This design comes from an exercise in tuning for small area and a short achievable clock period on the open sky130 flow, not from production work.
RTL that was checked went through simulation tests only; none was proved equivalent to the original.

Setup of job 166:
==> flow/design.v <==
`timescale 1ns / 1ps
module IPD_core
	(
		input wire [18:0] yk, rk, yk1, ik1,
		output wire [18:0] n_yk1, n_ik1, n_pidk
    );
localparam [18:0] MAX = 19'h3FFFF;
localparam [18:0] MIN = 19'h40000;
function [18:0] sat_add(input [18:0] a, input [18:0] b);
	reg [19:0] s;
	begin
		s = {a[18], a} + {b[18], b};
		sat_add = (s[19] != s[18]) ? (s[19] ? MIN : MAX) : s[18:0];
	end
endfunction
wire [18:0] neg_yk = -yk;
wire signed [19:0] t = $signed({yk[18], yk}) + $signed({yk1[18], yk1});
wire [18:0] t19 = t[18:0];
wire [18:0] d_w = (t19 << 1) - (t19 << 3) - (t19 << 4) - (t19 << 7);
wire [18:0] dk = (t >= 20'sd3496) ? MIN : (t <= -20'sd3496) ? MAX : d_w;
wire signed [18:0] ys = yk;
wire [18:0] p_w = -((yk << 4) + (yk << 1));
wire [18:0] pk = (ys >= 19'sd29128) ? MIN : (ys <= -19'sd29128) ? MAX : p_w;
wire signed [19:0] e = $signed({rk[18], rk}) + $signed({neg_yk[18], neg_yk});
wire [18:0] e19 = e[18:0];
wire [18:0] m_w = (e19 << 3) - e19;
wire [18:0] m7 = (e >= 20'sd74899) ? MAX : (e <= -20'sd74899) ? MIN : m_w;
wire [18:0] ik = sat_add(m7, ik1);
assign n_yk1 = neg_yk;
assign n_ik1 = ik;
assign n_pidk = sat_add(sat_add(dk, pk), ik);
endmodule
module I_PD #(parameter size=19)
	(
		input wire clk, rst, EN,
		input wire signed [size-1:0] yk, rk,
		output reg signed [size-1:0] pidk
    );
reg [18:0] yk1, ik1;
wire [18:0] n_yk1, n_ik1, n_pidk;
IPD_core core (.yk(yk), .rk(rk), .yk1(yk1), .ik1(ik1),
	.n_yk1(n_yk1), .n_ik1(n_ik1), .n_pidk(n_pidk));
always @(posedge clk or posedge rst)
begin
	if (rst) begin
		yk1 <= 19'd0;
		ik1 <= 19'd0;
		pidk <= 19'd0;
	end
	else if (EN) begin
		yk1 <= n_yk1;
		ik1 <= n_ik1;
		pidk <= n_pidk;
	end
end
endmodule
export LEC_CHECK = 0
export ABC_CLOCK_PERIOD_IN_PS = 5000
export CAP_MARGIN = 20
export CORE_MARGIN = 2
export CORE_UTILIZATION = 40
export PLACE_DENSITY = 0.6
export SLEW_MARGIN = 20
create_clock -name core_clock -period 20.0 [get_ports {clk}]
run.sh (not shown) runs the stock make flow with config.mk's settings and CLKGATE_MAP_FILE= SYNTH_SCRIPT=/design/flow/synth_recipe.tcl, a recipe that flattens the netlist after the stock synthesis.
Job 166 closes out successfully: all stages finished, all timing, DRC and antenna checks passed.
### job 166 -> job 1407
Settings: ABC_CLOCK_PERIOD_IN_PS no longer set, was 5000.
Comparing job 1407 against job 166, there is no change at all in synthesized netlist net count.
Reported for job 166 and job 1407, finished layout cell area turned out identical to the last digit.
Comparing job 1407 against job 166, there is no change at all in area after synthesis.
Between job 166 and job 1407, the difference in number of flip-flops and latches is negligible.
Going from job 166 to job 1407, first-pass GRT wire length barely changed, worst-case setup margin in the final layout saw little to no change.
Input-level comparison between job 866 and job 1407:
Settings: an added ABC_CLOCK_PERIOD_IN_PS of 2000.
--- outcome ---
- Re number of non-clock buffers: no difference whatsoever between job 1407 and job 866.
- Sequential share of layout area: job 866 vs job 1407 identical
- Flip-flop and latch count: job 1407 vs job 866 identical
The inputs of job 9652 differ from those of job 866 as listed below.
Settings: a deleted ABC_CLOCK_PERIOD_IN_PS that had been 2000; an added ABC_AREA of 1.
Notes after the runs:
Measured against each other, job 866 and job 9652 differ in met1 capacity usage during global routing, the lower figure coming from job 866. Job 9652 ended with more fmax than job 866. Summary — area added between synthesis and finish, job 9652 relative to job 866: lower, by 1.2 points. Vias: job 9652 above job 866. Overall routing resource usage sits higher in job 9652 than in job 866.
No run of this note included a check of the RTL's function; only the layout flow was run.

* * *

== run A ==
I_PD, a different RTL version from the one above (not shown whole).
Size: roughly 2000 cells after synthesis, about 58 flip-flops, roughly 60 I/O pins, ~14000 um2 of cells after synthesis.
clock: 20.0 ns
lec_check: 0
cap_margin: 20
core_margin: 2
core_utilization: 40
cts_buf_list: sky130_fd_sc_hd__clkbuf_8
place_density: 0.6
slew_margin: 20
standard.sh (not shown) runs the stock make flow with config.mk's settings and CLKGATE_MAP_FILE= SYNTH_SCRIPT=/design/flow/synth_recipe.tcl, a recipe that flattens the netlist after the stock synthesis.
==> flow/flow/run.sh <==
#!/bin/bash
# Standard ORFS layout, except that the port buffers are buf_2 cells
# instead of the delay cells buffer_ports picks by default, and synthesis
# leaves full and half adders to ABC instead of extracting them first.
set -euo pipefail
export BUFFER_PORTS_ARGS="-buffer_cell sky130_fd_sc_hd__buf_2"
bash standard.sh ADDER_MAP_FILE= finish > standard_flow.log 2>&1
Setup changes, run A to run B
==> flow/flow/run.sh <==
#!/bin/bash
# Standard ORFS layout, except that the port buffers are buf_2 cells
# instead of the delay cells buffer_ports picks by default.
set -euo pipefail
export BUFFER_PORTS_ARGS="-buffer_cell sky130_fd_sc_hd__buf_2"
bash standard.sh finish > standard_flow.log 2>&1
Notes after the runs:
Run B against run A: setup slack on the worst flop-to-flop path now sits lower, clock input transition at the sequential cells of the worst setup and hold paths was more or less identical, minimum period implied by the final worst setup slack went down by 210 ps, fraction of the mapped netlist area in compound gates down 6.1 points.
[compare] base=run A new=run B: remaining global-route overflow was more or less identical, global-route track usage on met1 went down by 3.9 points, final count of hold timing violations was more or less identical, number of standard cells in the final layout excluding fillers went down by 21%.
### run B -> run C
Settings: SYNTH_HIERARCHICAL newly set to 1.
## What came out
Going from run B to run C, area of the multi-input gates now larger, hold slack ~0 delta, basic-gate share of the synthesized area counting and, or, nand and nor cells dropped 2.9 points, parity-gate share of the synthesized area counting xor and xnor cells grew by 0.38 points.
NOTE number of cells on the critical path run B->run C increased by more than a quarter
Wire: run C routes more than run B
Run B → run C: placeable core region saw an increase, maximum buffer depth of the clock tree about even.
### run C -> run D
Settings: removing CTS_BUF_LIST (formerly sky130_fd_sc_hd__clkbuf_8); removing SYNTH_HIERARCHICAL (formerly 1).
Findings:
Between run D and run C, the cell count figures differ only marginally.
As far as flip-flop and latch count is concerned, run D and run C perform about the same.
Compared with run C, run D shows a lower number of tapcells.
[run D] sequential share of layout area rose 0.61 points relative to run C
On arithmetic-cell share of the synthesized area counting full adders, half adders and majority gates, the higher figure sits with run D, not run C.
Compared with run C, run D shows effective utilization at floorplan higher by 0.54 points.
### run D -> run E
Settings: putting CTS_CLUSTER_DIAMETER at 200 where nothing was set; putting CTS_BUF_LIST at sky130_fd_sc_hd__clkbuf_8 where nothing was set; putting CTS_CLUSTER_SIZE at 40 where nothing was set.
==> run summary <==
- Against run D, run E reports a final worst-path setup slack that is higher.
- Changes observed in run E relative to run D: source-to-sink clock delay at the later pin of the worst-skew pair has increased.

==> afterwards: timing with drivers on the ports <==
The flow's constraints put no driver on any port. The routed layouts listed below were extracted and timed again, unchanged, in two steps. Step 1 sets driving cells, clkbuf_16 on the clock port and buf_2 on the other inputs (assumed; they add their load-dependent delay and slew). Step 2 times the ports against the registers' clock, not the clock port: input delays grow and output delays shrink by t, the midpoint of the rising clock arrivals with the driver on. a / b / c = ideal / step 1 / step 2; a / b = the first two.
run	shift t [ns]	setup slack, ns	worst register clock-pin slew, ns	worst slew at a driven data input, ns
job 166	0.388	4.396 / 4.419 / 4.031	0.06 / 0.06	0.06
job 1407	0.388	4.396 / 4.419 / 4.031	0.06 / 0.06	0.06
job 866	0.388	4.396 / 4.419 / 4.031	0.06 / 0.06	0.06
job 9652	0.392	6.075 / 6.104 / 5.713	0.06 / 0.06	0.08
run A	0.429	9.689 / 9.642 / 9.739	0.09 / 0.09	0.09
run B	0.405	9.904 / 9.919 / 9.514	0.08 / 0.08	0.05
run C	0.405	9.926 / 9.911 / 9.506	0.09 / 0.09	0.08
run D	0.388	9.870 / 9.889 / 9.501	0.06 / 0.06	0.05
run E	0.405	9.904 / 9.919 / 9.514	0.08 / 0.08	0.05
After both steps setup and hold are still met in every run listed. The setup slack of run C, which loses most, moves by -0.015 ns with the drivers and by -0.420 ns with both steps.
